This design comes from an exercise in tuning for small area and a short achievable clock period on the open sky130 flow, not from production work.
Where RTL was checked, it was by simulation tests only, not by an equivalence proof against the original.
Power and IR drop assume default switching activity.

==> 09-24 <==
## cpu
module cpu(CLK, RESET, EN_L, Iin, Din, PC, NextPC, DataA, DataB, DataC, DataD, MW);
  input         CLK;
  input         RESET;
  input         EN_L;
  input  [15:0] Iin;
  input  [7:0]  Din;
  output [7:0]  PC;
  output [7:0]  NextPC;
  output [7:0]  DataA;
  output [7:0]  DataB;
  output [7:0]  DataC;
  output [7:0]  DataD;
  output        MW;
  reg  [7:1] pc_q;
  reg        EN_LPrev;
  reg  [7:0] r0, r1, r2, r3, r4, r5, r6, r7;
  wire useA, useB, doSub, doAdd, selC, isLB, isLBc, isBr, isHALT, LD;
  wire ndoAnd, ndoOr, doRsh, doSra, doSll;
  wire [2:0] DR;
  wire [7:0] k;
  cpu_ctrl ctrl (.I(Iin), .RESET(RESET), .isLBc(isLBc), .useA(useA), .useB(useB), .doSub(doSub), .doAdd(doAdd), .selC(selC),
                 .ndoAnd(ndoAnd), .ndoOr(ndoOr), .doRsh(doRsh), .doSra(doSra), .doSll(doSll),
                 .isLB(isLB), .isSB(MW), .isBr(isBr), .isHALT(isHALT), .LD(LD),
                 .DR(DR), .k(k));
  wire [7:0] sa, sb, a, b;
  cpu_dec3 dec_a (.s(Iin[11:9]), .y(sa));
  cpu_dec3 dec_b (.s(Iin[8:6]), .y(sb));
  genvar i;
  generate
  ...
==> module cpu, before the edit <==
module cpu(CLK, RESET, EN_L, Iin, Din, PC, NextPC, DataA, DataB, DataC, DataD, MW);
  input         CLK;
  input         RESET;
  input         EN_L;
  input  [15:0] Iin;
  input  [7:0]  Din;
  output [7:0]  PC;
  output [7:0]  NextPC;
  output [7:0]  DataA;
  output [7:0]  DataB;
  output [7:0]  DataC;
  output [7:0]  DataD;
  output        MW;
  reg  [7:1] pc_q;
  reg        EN_LPrev;
  reg  [7:0] r0, r1, r2, r3, r4, r5, r6, r7;
  wire useA, useB, doSub, doAdd, selC, isLB, isLBc, isBr, isHALT, LD;
  wire ndoAnd, ndoOr, doRsh, doSra, doSll;
  wire [2:0] DR;
  wire [7:0] k;
  cpu_ctrl ctrl (.I(Iin), .RESET(RESET), .isLBc(isLBc), .useA(useA), .useB(useB), .doSub(doSub), .doAdd(doAdd), .selC(selC),
                 .ndoAnd(ndoAnd), .ndoOr(ndoOr), .doRsh(doRsh), .doSra(doSra), .doSll(doSll),
                 .isLB(isLB), .isSB(MW), .isBr(isBr), .isHALT(isHALT), .LD(LD),
                 .DR(DR), .k(k));
  wire [7:0] sa, sb, a, b;
  cpu_dec3 dec_a (.s(Iin[11:9]), .y(sa));
  cpu_dec3 dec_b (.s(Iin[8:6]), .y(sb));
  genvar i;
  generate
    for (i = 0; i < 8; i = i + 1) begin : rd
      wire [7:0] ri = {r7[i], r6[i], r5[i], r4[i], r3[i], r2[i], r1[i], r0[i]};
      cpu_rd8  pa (.s(sa), .r(ri), .y(a[i]));
      cpu_rd8  pb (.s(sb), .r(ri), .y(b[i]));
    end
  endgenerate
  assign DataB = b;
  wire nuseA;
  g_inv iua (.a(useA), .y(nuseA));
  generate
    for (i = 0; i < 8; i = i + 1) begin : am
      wire m1, m0;
      g_nand2 n1 (.a(useA), .b(a[i]), .y(m1));
      g_nand2 n0 (.a(nuseA), .b(r0[i]), .y(m0));
      g_nand2 n2 (.a(m1), .b(m0), .y(DataA[i]));
    end
  endgenerate
  wire [7:0] sum, ang, ant;
  wire [7:0] ap;
  cpu_add8 add (.a(a), .b(b), .useB(useB), .k(k), .ci(doSub), .s(sum), .ng(ang), .nt(ant), .p(ap));
  wire [7:0] nother, notherC;
  generate
    for (i = 0; i < 8; i = i + 1) begin : oth
      cpu_oth1 o (.ng(ang[i]), .nt(ant[i]), .al(i > 0 ? DataA[i-1] : 1'b0),
                  .ar(i < 7 ? DataA[i+1] : DataA[7]), .din(Din[i]),
                  .isLB(isLBc), .ndoAnd(ndoAnd), .ndoOr(ndoOr),
                  .doRsh(i < 7 ? doRsh : doSra), .doSll(doSll),
                  .nD(nother[i]), .nC(notherC[i]));
    end
  endgenerate
  wire [7:0] wdat;
  generate
    for (i = 0; i < 8; i = i + 1) begin : res
      wire sd, sc;
      g_nand2 d0 (.a(sum[i]), .b(doAdd), .y(sd));
      g_nand2 d1 (.a(sd), .b(nother[i]), .y(DataD[i]));
      g_nand2 c0 (.a(sum[i]), .b(selC), .y(sc));
      g_nand2 c1 (.a(sc), .b(notherC[i]), .y(DataC[i]));
      g_nand2 w1 (.a(sc), .b(notherC[i]), .y(wdat[i]));
    end
  endgenerate
  wire halt = isHALT & ~EN_L & EN_LPrev;
  wire taken, ntaken;
  wire [7:1] pc_inc, pc_br, npc;
  wire eq0, eq1;
  g_nand4 e0 (.a(ap[0]), .b(ap[1]), .c(ap[2]), .d(ap[3]), .y(eq0));
  g_nand4 e1 (.a(ap[4]), .b(ap[5]), .c(ap[6]), .d(ap[7]), .y(eq1));
  wire tx, ty, ntx, nty, eq, neq, m0, m1, m2, m3;
  cpu_taken tk (.a7(a[7]), .op(Iin[13:12]), .isBr(isBr), .RESET(RESET), .tx(tx), .ty(ty),
                .ntx(ntx), .nty(nty));
  g_nor2  te (.a(eq0), .b(eq1), .y(eq));
  g_or2   tn (.a(eq0), .b(eq1), .y(neq));
  g_nand2 t0 (.a(eq), .b(tx), .y(m0));
  g_nand2 t1 (.a(neq), .b(ty), .y(m1));
  g_nand2 t2 (.a(m0), .b(m1), .y(taken));
  g_nand2 t3 (.a(eq), .b(ntx), .y(m2));
  g_nand2 t4 (.a(neq), .b(nty), .y(m3));
  g_nand2 t5 (.a(m2), .b(m3), .y(ntaken));
  cpu_pcinc pi (.pc(pc_q), .halt(halt), .inc(pc_inc));
  cpu_pcbr  pb (.pc(pc_q), .off(Iin[5:0]), .br(pc_br));
  generate
    for (i = 1; i < 8; i = i + 1) begin : ps
      wire m1, m0;
      g_nand2 n1 (.a(taken), .b(pc_br[i]), .y(m1));
      g_nand2 n0 (.a(ntaken), .b(pc_inc[i]), .y(m0));
      g_nand2 n2 (.a(m1), .b(m0), .y(npc[i]));
    end
  endgenerate
  assign NextPC = {npc, 1'b0};
  assign PC = {pc_q, 1'b0};
  wire [7:0] we = {8{RESET}} | ({8{LD}} & (8'd1 << DR));
  always @(posedge CLK) begin
    EN_LPrev <= EN_L;
    pc_q <= npc;                   
    if (we[0]) r0 <= wdat;
    if (we[1]) r1 <= wdat;
    if (we[2]) r2 <= wdat;
    if (we[3]) r3 <= wdat;
    if (we[4]) r4 <= wdat;
    if (we[5]) r5 <= wdat;
    if (we[6]) r6 <= wdat;
    if (we[7]) r7 <= wdat;
  end
endmodule
==> module cpu_taken, before the edit <==
module cpu_taken(a7, op, isBr, RESET, tx, ty, ntx, nty);
  input  a7;
  input  [1:0] op;
  input  isBr, RESET;
  output tx, ty, ntx, nty;
  wire run = isBr & ~RESET;
  wire sgn = a7 ^ ~op[0];                    
  assign tx = run & (op[1] ? sgn : ~op[0]);   
  assign ty = run & (op[1] ? sgn : op[0]);    
  assign ntx = ~RESET & ~tx;
  assign nty = ~RESET & ~ty;
endmodule
==> module cpu_ctrl, before the edit <==
module cpu_ctrl(I, RESET, isLBc, useA, useB, doSub, doAdd, selC, ndoAnd, ndoOr, doRsh, doSra, doSll,
                isLB, isSB, isBr, isHALT, LD, DR, k);
  input  [15:0] I;
  input  RESET;
  output isLBc;
  output useA, useB, doSub, doAdd, selC, ndoAnd, ndoOr, doRsh, doSra, doSll;
  output isLB, isSB, isBr, isHALT, LD;
  output [2:0] DR;
  output [7:0] k;
  wire [3:0] op = I[15:12];
  wire [2:0] fn = I[2:0];
  wire isR    = (op == 4'b1111) & (fn != 3'b111);
  assign isLB = (op == 4'b0010);
  assign isSB = (op == 4'b0100);
  wire isIALU = (op[3:2] == 2'b01) & (op[1:0] != 2'b00);    
  assign isBr = (op[3:2] == 2'b10);
  assign isHALT = (op == 4'b0000) & (fn == 3'b001);
  assign useA   = isR | isLB | isSB | isIALU | isBr;        
  wire useImm   = ~op[3];                                   
  assign doSub  = (op[3:1] == 3'b100) | ((op == 4'b1111) & (fn == 3'b001));   
  assign doAdd  = isLB | isSB | (op == 4'b0101) | (isR & fn[2:1] == 2'b00) | isBr;
  wire run = ~RESET;
  assign selC   = doAdd & ~isLB & run;
  assign isLBc  = isLB & run;
  assign ndoAnd = ~((isR ? (fn == 3'b101) : (op == 4'b0110)) & run);
  assign ndoOr  = ~((isR ? (fn == 3'b110) : (op == 4'b0111)) & run);
  assign doSra  = isR & (fn == 3'b010) & run;
  assign doRsh  = isR & (fn[2:1] == 2'b01) & run;           
  assign doSll  = ((isR & (fn == 3'b100)) | ~useA) & run;   
  assign useB   = ~(useImm | (isBr & op[1]));
  assign LD = isR | isLB | isIALU;
  assign DR = isR ? I[5:3] : I[8:6];
  assign k = ({8{useImm}} & {{2{I[5]}}, I[5:0]}) | {8{doSub}};
endmodule
==> module cpu_oth1, before the edit <==
module cpu_oth1(ng, nt, al, ar, din, isLB, ndoAnd, ndoOr, doRsh, doSll, nD, nC);
  input  ng, nt, al, ar, din;
  input  isLB, ndoAnd, ndoOr, doRsh, doSll;
  output nD, nC;
  wire no = (ng | ndoAnd) & (nt | ndoOr) & ~((doRsh & ar) | (doSll & al));
  assign nD = no;
  assign nC = no & ~(isLB & din);
endmodule
==> module cpu_add8, before the edit <==
module cpu_add8(a, b, useB, k, ci, s, ng, nt, p);
  input  [7:0] a, b, k;
  input  useB, ci;
  output [7:0] s, ng, nt, p;
  wire [7:0] bx;
  genvar j;
  generate
    for (j = 0; j < 8; j = j + 1) begin : ox
      wire nbm;
      g_nand2 m (.a(b[j]), .b(useB), .y(nbm));
      g_xnor2 x (.a(nbm), .b(k[j]), .y(bx[j]));
    end
  endgenerate
  genvar i;
  generate
    for (i = 0; i < 8; i = i + 1) begin : l0
      g_nand2 gg (.a(a[i]), .b(bx[i]), .y(ng[i]));
      g_nor2  gt (.a(a[i]), .b(bx[i]), .y(nt[i]));
    end
    for (i = 0; i < 8; i = i + 1) begin : lp
      g_xor2  gp (.a(a[i]), .b(bx[i]), .y(p[i]));
    end
  endgenerate
  wire nci;
  g_inv  i_ci (.a(ci), .y(nci));
  wire c1, G21, T21, G43, T43, G65, T65;
  g_o21ai l1a (.a1(nt[0]), .a2(nci), .b1(ng[0]), .y(c1));
  g_o21ai l1b (.a1(nt[2]), .a2(ng[1]), .b1(ng[2]), .y(G21));
  g_nor2  l1c (.a(nt[2]), .b(nt[1]), .y(T21));
  g_o21ai l1d (.a1(nt[4]), .a2(ng[3]), .b1(ng[4]), .y(G43));
  g_nor2  l1e (.a(nt[4]), .b(nt[3]), .y(T43));
  g_o21ai l1f (.a1(nt[6]), .a2(ng[5]), .b1(ng[6]), .y(G65));
  g_nor2  l1g (.a(nt[6]), .b(nt[5]), .y(T65));
  wire g1, t1, g5, t5;
  g_inv i_g1 (.a(ng[1]), .y(g1));
  g_inv i_t1 (.a(nt[1]), .y(t1));
  g_inv i_g5 (.a(ng[5]), .y(g5));
  g_inv i_t5 (.a(nt[5]), .y(t5));
  wire nc2, nc3, nG53, nT53, nG63, nT63;
  g_a21oi l2a (.a1(t1), .a2(c1), .b1(g1), .y(nc2));
  g_a21oi l2b (.a1(T21), .a2(c1), .b1(G21), .y(nc3));
  g_a21oi l2c (.a1(t5), .a2(G43), .b1(g5), .y(nG53));
  g_nand2 l2d (.a(t5), .b(T43), .y(nT53));
  g_a21oi l2e (.a1(T65), .a2(G43), .b1(G65), .y(nG63));
  g_nand2 l2f (.a(T65), .b(T43), .y(nT63));
  wire nG43, nT43;
  g_inv i_G43 (.a(G43), .y(nG43));
  g_inv i_T43 (.a(T43), .y(nT43));
  wire c4, c5, c6, c7;
  g_o21ai l3a (.a1(nt[3]), .a2(nc3), .b1(ng[3]), .y(c4));
  g_o21ai l3b (.a1(nT43), .a2(nc3), .b1(nG43), .y(c5));
  g_o21ai l3c (.a1(nT53), .a2(nc3), .b1(nG53), .y(c6));
  g_o21ai l3d (.a1(nT63), .a2(nc3), .b1(nG63), .y(c7));
  g_xor2  s0 (.a(p[0]), .b(ci), .y(s[0]));
  g_xor2  s1 (.a(p[1]), .b(c1), .y(s[1]));
  g_xnor2 s2 (.a(p[2]), .b(nc2), .y(s[2]));
  g_xnor2 s3 (.a(p[3]), .b(nc3), .y(s[3]));
  g_xor2  s4 (.a(p[4]), .b(c4), .y(s[4]));
  g_xor2  s5 (.a(p[5]), .b(c5), .y(s[5]));
  g_xor2  s6 (.a(p[6]), .b(c6), .y(s[6]));
  g_xor2  s7 (.a(p[7]), .b(c7), .y(s[7]));
endmodule
Settings: LEC_CHECK=0, CAP_MARGIN=20, CORE_MARGIN=2, CORE_UTILIZATION=60, CTS_BUF_LIST=sky130_fd_sc_hd__clkbuf_8, SETUP_SLACK_MARGIN=3.85, SLEW_MARGIN=20, SYNTH_HIERARCHICAL=1; clock period 11.5 ns.
standard.sh (not shown) runs the stock make flow with config.mk's settings and CLKGATE_MAP_FILE= SYNTH_SCRIPT=/design/flow/synth_recipe.tcl, a recipe that flattens the netlist after the stock synthesis.
==> flow/flow/run.sh <==
#!/bin/bash
# The standard layout (the standard.sh), with two changes: the input and output ports are
# buffered by sky130_fd_sc_hd__buf_2 instead of the cell buffer_ports picks by default, and
# clock tree synthesis inserts no dummy loads.
set -euo pipefail
export BUFFER_PORTS_ARGS="-buffer_cell sky130_fd_sc_hd__buf_2"
export CTS_ARGS="-sink_clustering_enable -repair_clock_nets -buf_list sky130_fd_sc_hd__clkbuf_8 -dont_use_dummy_load"
bash standard.sh > flow_make.log 2>&1
==> 07-08: changes against 09-24 <==
--- a/flow/design.v
+++ b/flow/design.v
@@ -620,3 +620,2 @@
   endgenerate
-  wire [7:0] wdat;
   generate
@@ -628,3 +627,2 @@
       g_nand2 c1 (.a(sc), .b(notherC[i]), .y(DataC[i]));
-      g_nand2 w1 (.a(sc), .b(notherC[i]), .y(wdat[i]));
     end
@@ -637,13 +635,3 @@
   g_nand4 e1 (.a(ap[4]), .b(ap[5]), .c(ap[6]), .d(ap[7]), .y(eq1));
-  wire tx, ty, ntx, nty, eq, neq, m0, m1, m2, m3;
-  cpu_taken tk (.a7(a[7]), .op(Iin[13:12]), .isBr(isBr), .RESET(RESET), .tx(tx), .ty(ty),
-                .ntx(ntx), .nty(nty));
-  g_nor2  te (.a(eq0), .b(eq1), .y(eq));
-  g_or2   tn (.a(eq0), .b(eq1), .y(neq));
-  g_nand2 t0 (.a(eq), .b(tx), .y(m0));
-  g_nand2 t1 (.a(neq), .b(ty), .y(m1));
-  g_nand2 t2 (.a(m0), .b(m1), .y(taken));
-  g_nand2 t3 (.a(eq), .b(ntx), .y(m2));
-  g_nand2 t4 (.a(neq), .b(nty), .y(m3));
-  g_nand2 t5 (.a(m2), .b(m3), .y(ntaken));
+  cpu_taken tk (.neq0(eq0), .neq1(eq1), .a7(a[7]), .op(Iin[13:12]), .isBr(isBr), .RESET(RESET), .taken(taken), .ntaken(ntaken));
   cpu_pcinc pi (.pc(pc_q), .halt(halt), .inc(pc_inc));
@@ -664,10 +652,10 @@
     pc_q <= npc;                   
-    if (we[0]) r0 <= wdat;
-    if (we[1]) r1 <= wdat;
-    if (we[2]) r2 <= wdat;
-    if (we[3]) r3 <= wdat;
-    if (we[4]) r4 <= wdat;
-    if (we[5]) r5 <= wdat;
-    if (we[6]) r6 <= wdat;
-    if (we[7]) r7 <= wdat;
+    if (we[0]) r0 <= DataC;
+    if (we[1]) r1 <= DataC;
+    if (we[2]) r2 <= DataC;
+    if (we[3]) r3 <= DataC;
+    if (we[4]) r4 <= DataC;
+    if (we[5]) r5 <= DataC;
+    if (we[6]) r6 <= DataC;
+    if (we[7]) r7 <= DataC;
   end
@@ -788,13 +776,11 @@
 endmodule
-module cpu_taken(a7, op, isBr, RESET, tx, ty, ntx, nty);
-  input  a7;
+module cpu_taken(neq0, neq1, a7, op, isBr, RESET, taken, ntaken);
+  input  neq0, neq1, a7;
   input  [1:0] op;
   input  isBr, RESET;
-  output tx, ty, ntx, nty;
-  wire run = isBr & ~RESET;
-  wire sgn = a7 ^ ~op[0];                    
-  assign tx = run & (op[1] ? sgn : ~op[0]);   
-  assign ty = run & (op[1] ? sgn : op[0]);    
-  assign ntx = ~RESET & ~tx;
-  assign nty = ~RESET & ~ty;
+  output taken, ntaken;
+  wire eq = ~(neq0 | neq1);
+  wire t = isBr & (op[1] ? (a7 ^ ~op[0]) : (eq ^ op[0]));
+  assign taken = t & ~RESET;
+  assign ntaken = ~t & ~RESET;
 endmodule
==> flow/flow/run.sh (replaced) <==
#!/bin/bash
# The standard layout (the standard.sh), with the input and output ports buffered by
# sky130_fd_sc_hd__buf_2 instead of the cell buffer_ports picks by default.
set -euo pipefail
export BUFFER_PORTS_ARGS="-buffer_cell sky130_fd_sc_hd__buf_2"
bash standard.sh > flow_make.log 2>&1
SETUP_SLACK_MARGIN = 3.7   (was 3.85)
==> 08-16: changes against 09-24 <==
--- a/flow/design.v
+++ b/flow/design.v
@@ -577,11 +577,11 @@
   reg  [7:0] r0, r1, r2, r3, r4, r5, r6, r7;
-  wire useA, useB, doSub, doAdd, selC, isLB, isLBc, isBr, isHALT, LD;
-  wire ndoAnd, ndoOr, doRsh, doSra, doSll;
+  wire useA, zB, doSub, doAdd, selC, isLB, isLBc, isBr, isHALT, LD;
+  wire doAnd, doOr, doRsh, doSra, doSll;
   wire [2:0] DR;
   wire [7:0] k;
-  cpu_ctrl ctrl (.I(Iin), .RESET(RESET), .isLBc(isLBc), .useA(useA), .useB(useB), .doSub(doSub), .doAdd(doAdd), .selC(selC),
-                 .ndoAnd(ndoAnd), .ndoOr(ndoOr), .doRsh(doRsh), .doSra(doSra), .doSll(doSll),
+  cpu_ctrl ctrl (.I(Iin), .RESET(RESET), .isLBc(isLBc), .useA(useA), .zB(zB), .doSub(doSub), .doAdd(doAdd), .selC(selC),
+                 .doAnd(doAnd), .doOr(doOr), .doRsh(doRsh), .doSra(doSra), .doSll(doSll),
                  .isLB(isLB), .isSB(MW), .isBr(isBr), .isHALT(isHALT), .LD(LD),
                  .DR(DR), .k(k));
-  wire [7:0] sa, sb, a, b;
+  wire [7:0] sa, sb, a, b, bm;
   cpu_dec3 dec_a (.s(Iin[11:9]), .y(sa));
@@ -594,2 +594,3 @@
       cpu_rd8  pb (.s(sb), .r(ri), .y(b[i]));
+      g_and2b  mb (.a_n(zB), .b(b[i]), .y(bm[i]));
     end
@@ -608,4 +609,3 @@
   wire [7:0] sum, ang, ant;
-  wire [7:0] ap;
-  cpu_add8 add (.a(a), .b(b), .useB(useB), .k(k), .ci(doSub), .s(sum), .ng(ang), .nt(ant), .p(ap));
+  cpu_add8 add (.a(a), .bm(bm), .k(k), .ci(doSub), .s(sum), .ng(ang), .nt(ant));
   wire [7:0] nother, notherC;
@@ -615,3 +615,3 @@
                   .ar(i < 7 ? DataA[i+1] : DataA[7]), .din(Din[i]),
-                  .isLB(isLBc), .ndoAnd(ndoAnd), .ndoOr(ndoOr),
+                  .isLB(isLBc), .doAnd(doAnd), .doOr(doOr),
                   .doRsh(i < 7 ? doRsh : doSra), .doSll(doSll),
@@ -620,3 +620,2 @@
   endgenerate
-  wire [7:0] wdat;
   generate
@@ -628,3 +627,2 @@
       g_nand2 c1 (.a(sc), .b(notherC[i]), .y(DataC[i]));
-      g_nand2 w1 (.a(sc), .b(notherC[i]), .y(wdat[i]));
     end
@@ -634,16 +632,12 @@
   wire [7:1] pc_inc, pc_br, npc;
+  wire [7:0] eqb;
   wire eq0, eq1;
-  g_nand4 e0 (.a(ap[0]), .b(ap[1]), .c(ap[2]), .d(ap[3]), .y(eq0));
-  g_nand4 e1 (.a(ap[4]), .b(ap[5]), .c(ap[6]), .d(ap[7]), .y(eq1));
-  wire tx, ty, ntx, nty, eq, neq, m0, m1, m2, m3;
-  cpu_taken tk (.a7(a[7]), .op(Iin[13:12]), .isBr(isBr), .RESET(RESET), .tx(tx), .ty(ty),
-                .ntx(ntx), .nty(nty));
-  g_nor2  te (.a(eq0), .b(eq1), .y(eq));
-  g_or2   tn (.a(eq0), .b(eq1), .y(neq));
-  g_nand2 t0 (.a(eq), .b(tx), .y(m0));
-  g_nand2 t1 (.a(neq), .b(ty), .y(m1));
-  g_nand2 t2 (.a(m0), .b(m1), .y(taken));
-  g_nand2 t3 (.a(eq), .b(ntx), .y(m2));
-  g_nand2 t4 (.a(neq), .b(nty), .y(m3));
-  g_nand2 t5 (.a(m2), .b(m3), .y(ntaken));
+  generate
+    for (i = 0; i < 8; i = i + 1) begin : cmp
+      g_xnor2 x (.a(a[i]), .b(b[i]), .y(eqb[i]));
+    end
+  endgenerate
+  g_nand4 e0 (.a(eqb[0]), .b(eqb[1]), .c(eqb[2]), .d(eqb[3]), .y(eq0));
+  g_nand4 e1 (.a(eqb[4]), .b(eqb[5]), .c(eqb[6]), .d(eqb[7]), .y(eq1));
+  cpu_taken tk (.neq0(eq0), .neq1(eq1), .a7(a[7]), .op(Iin[13:12]), .isBr(isBr), .RESET(RESET), .taken(taken), .ntaken(ntaken));
   cpu_pcinc pi (.pc(pc_q), .halt(halt), .inc(pc_inc));
@@ -664,13 +658,13 @@
     pc_q <= npc;                   
-    if (we[0]) r0 <= wdat;
-    if (we[1]) r1 <= wdat;
-    if (we[2]) r2 <= wdat;
-    if (we[3]) r3 <= wdat;
-    if (we[4]) r4 <= wdat;
-    if (we[5]) r5 <= wdat;
-    if (we[6]) r6 <= wdat;
-    if (we[7]) r7 <= wdat;
+    if (we[0]) r0 <= DataC;
+    if (we[1]) r1 <= DataC;
+    if (we[2]) r2 <= DataC;
+    if (we[3]) r3 <= DataC;
+    if (we[4]) r4 <= DataC;
+    if (we[5]) r5 <= DataC;
+    if (we[6]) r6 <= DataC;
+    if (we[7]) r7 <= DataC;
   end
 endmodule
-module cpu_ctrl(I, RESET, isLBc, useA, useB, doSub, doAdd, selC, ndoAnd, ndoOr, doRsh, doSra, doSll,
+module cpu_ctrl(I, RESET, isLBc, useA, zB, doSub, doAdd, selC, doAnd, doOr, doRsh, doSra, doSll,
                 isLB, isSB, isBr, isHALT, LD, DR, k);
@@ -679,3 +673,3 @@
   output isLBc;
-  output useA, useB, doSub, doAdd, selC, ndoAnd, ndoOr, doRsh, doSra, doSll;
+  output useA, zB, doSub, doAdd, selC, doAnd, doOr, doRsh, doSra, doSll;
   output isLB, isSB, isBr, isHALT, LD;
@@ -698,4 +692,4 @@
   assign isLBc  = isLB & run;
-  assign ndoAnd = ~((isR ? (fn == 3'b101) : (op == 4'b0110)) & run);
-  assign ndoOr  = ~((isR ? (fn == 3'b110) : (op == 4'b0111)) & run);
+  assign doAnd  = (isR ? (fn == 3'b101) : (op == 4'b0110)) & run;
+  assign doOr   = (isR ? (fn == 3'b110) : (op == 4'b0111)) & run;
   assign doSra  = isR & (fn == 3'b010) & run;
@@ -703,3 +697,3 @@
   assign doSll  = ((isR & (fn == 3'b100)) | ~useA) & run;   
-  assign useB   = ~(useImm | (isBr & op[1]));
+  assign zB     = useImm | (isBr & op[1]);
   assign LD = isR | isLB | isIALU;
@@ -718,15 +712,15 @@
 endmodule
-module cpu_oth1(ng, nt, al, ar, din, isLB, ndoAnd, ndoOr, doRsh, doSll, nD, nC);
+module cpu_oth1(ng, nt, al, ar, din, isLB, doAnd, doOr, doRsh, doSll, nD, nC);
   input  ng, nt, al, ar, din;
-  input  isLB, ndoAnd, ndoOr, doRsh, doSll;
+  input  isLB, doAnd, doOr, doRsh, doSll;
   output nD, nC;
-  wire no = (ng | ndoAnd) & (nt | ndoOr) & ~((doRsh & ar) | (doSll & al));
-  assign nD = no;
-  assign nC = no & ~(isLB & din);
-endmodule
-module cpu_add8(a, b, useB, k, ci, s, ng, nt, p);
-  input  [7:0] a, b, k;
-  input  useB, ci;
-  output [7:0] s, ng, nt, p;
-  wire [7:0] bx;
+  wire o = (doAnd & ~ng) | (doOr & ~nt) | (doRsh & ar) | (doSll & al);
+  assign nD = ~o;
+  assign nC = ~o & ~(isLB & din);
+endmodule
+module cpu_add8(a, bm, k, ci, s, ng, nt);
+  input  [7:0] a, bm, k;
+  input  ci;
+  output [7:0] s, ng, nt;
+  wire [7:0] b;
   genvar j;
@@ -734,7 +728,6 @@
     for (j = 0; j < 8; j = j + 1) begin : ox
-      wire nbm;
-      g_nand2 m (.a(b[j]), .b(useB), .y(nbm));
-      g_xnor2 x (.a(nbm), .b(k[j]), .y(bx[j]));
+      g_xor2 x (.a(bm[j]), .b(k[j]), .y(b[j]));
     end
   endgenerate
+  wire [7:0] p;
   genvar i;
@@ -742,7 +735,7 @@
     for (i = 0; i < 8; i = i + 1) begin : l0
-      g_nand2 gg (.a(a[i]), .b(bx[i]), .y(ng[i]));
-      g_nor2  gt (.a(a[i]), .b(bx[i]), .y(nt[i]));
+      g_nand2 gg (.a(a[i]), .b(b[i]), .y(ng[i]));
+      g_nor2  gt (.a(a[i]), .b(b[i]), .y(nt[i]));
     end
     for (i = 0; i < 8; i = i + 1) begin : lp
-      g_xor2  gp (.a(a[i]), .b(bx[i]), .y(p[i]));
+      g_xor2  gp (.a(a[i]), .b(b[i]), .y(p[i]));
     end
@@ -788,13 +781,11 @@
 endmodule
-module cpu_taken(a7, op, isBr, RESET, tx, ty, ntx, nty);
-  input  a7;
+module cpu_taken(neq0, neq1, a7, op, isBr, RESET, taken, ntaken);
+  input  neq0, neq1, a7;
   input  [1:0] op;
   input  isBr, RESET;
-  output tx, ty, ntx, nty;
-  wire run = isBr & ~RESET;
-  wire sgn = a7 ^ ~op[0];                    
-  assign tx = run & (op[1] ? sgn : ~op[0]);   
-  assign ty = run & (op[1] ? sgn : op[0]);    
-  assign ntx = ~RESET & ~tx;
-  assign nty = ~RESET & ~ty;
+  output taken, ntaken;
+  wire eq = ~(neq0 | neq1);
+  wire t = isBr & (op[1] ? (a7 ^ ~op[0]) : (eq ^ op[0]));
+  assign taken = t & ~RESET;
+  assign ntaken = ~t & ~RESET;
 endmodule
==> flow/flow/run.sh (replaced) <==
#!/bin/bash
# The standard layout (the standard.sh), with the input and output ports buffered by
# sky130_fd_sc_hd__buf_2 instead of the cell buffer_ports picks by default.
set -euo pipefail
export BUFFER_PORTS_ARGS="-buffer_cell sky130_fd_sc_hd__buf_2"
bash standard.sh > flow_make.log 2>&1
SETUP_SLACK_MARGIN = 4.0   (was 3.85)
==> 08-20: changes against 09-24 <==
GPL_TIMING_DRIVEN = 0   (was default)
SETUP_SLACK_MARGIN = 4.0   (was 3.85)
==> qor summary <==
	07-08	08-20	08-16	09-24
Capture point of the worst path	NextPC[5]	NextPC[3]	NextPC[7]	DataC[5]
Highest Clock Rate	131 MHz	136 MHz	135 MHz	135 MHz
Met1 routed wirelength after detailed routing	5140 µm	5290 µm	5510 µm	5340 µm
Post-layout minimum cycle time	7.62 ns	7.34 ns	7.38 ns	7.40 ns
Slowest Stage Delay on Critical Path	0.37 ns	0.33 ns	0.34 ns	0.35 ns
Met3 wire len	1310 µm	1120 µm	1320 µm	1400 µm
Number of violations reported at the end of detailed-routing iteration 0	427	368	460	483
Fraction of the mapped netlist area in compound gates	21.8%	21.6%	22.1%	21.6%
Post-route clock period utilization	66.2%	63.8%	64.2%	64.3%
Number of fillers in the final layout	534	600	589	590
Average footprint of a synthesized cell	9.47 µm²	9.27 µm²	9.92 µm²	9.27 µm²
Gate Count Post-Synth	487	507	498	507
Starting density of the core	62.9%	61.5%	61.0%	61.5%
Met2 Routed Length	6360 µm	6500 µm	6890 µm	6870 µm
Pre-CTS setup slack	3.34 ns	3.68 ns	3.42 ns	3.58 ns
Result of the run	no timing/DRC/antenna violations	no timing/DRC/antenna violations	no timing/DRC/antenna violations	no timing/DRC/antenna violations
Reg power frac	43.4%	46.5%	41.0%	46.2%
Worst hold start	pc_q[1]$_DFF_P_	pc_q[1]$_DFF_P_	pc_q[7]$_DFF_P_	pc_q[1]$_DFF_P_
Crit. Startpoint	Iin[8]	Iin[6]	Iin[8]	Iin[8]
Synth top area share	41.7%	40.9%	38.9%	40.9%
Only the layout flow was run in 08-16; the RTL was not checked for function there.

## re-timing with driven ports
The results above use ideal ports. As a check the final layouts listed here were re-extracted and re-timed, cells and wires unchanged.
Step 1: set_driving_cell puts a clkbuf_16 on CLK and a buf_2 on each other input, an assumption about the parent block.
Step 2 times the ports against the registers' clock, not the clock port: input delays grow and output delays shrink by t, the midpoint of the rising clock arrivals with the driver on.
Slacks: no drivers / after step 1 / after step 2; pairs: no drivers / after step 1.
run	t, ns	setup WS [ns]	worst setup path at the end	latest minus earliest clock arrival (ns)
09-24	0.381	4.103 / 4.079 / 4.079	input to output	0.023 / 0.023
07-08	0.387	3.884 / 3.851 / 3.851	input to output	0.015 / 0.015
08-16	0.372	4.119 / 4.099 / 4.099	input to output	0.019 / 0.020
08-20	0.369	4.161 / 4.141 / 4.141	input to output	0.038 / 0.038
After both steps setup and hold are still met in every run listed. For 07-08, which loses most, drivers alone change the setup slack by -0.033 ns; drivers and shift together by -0.033 ns.
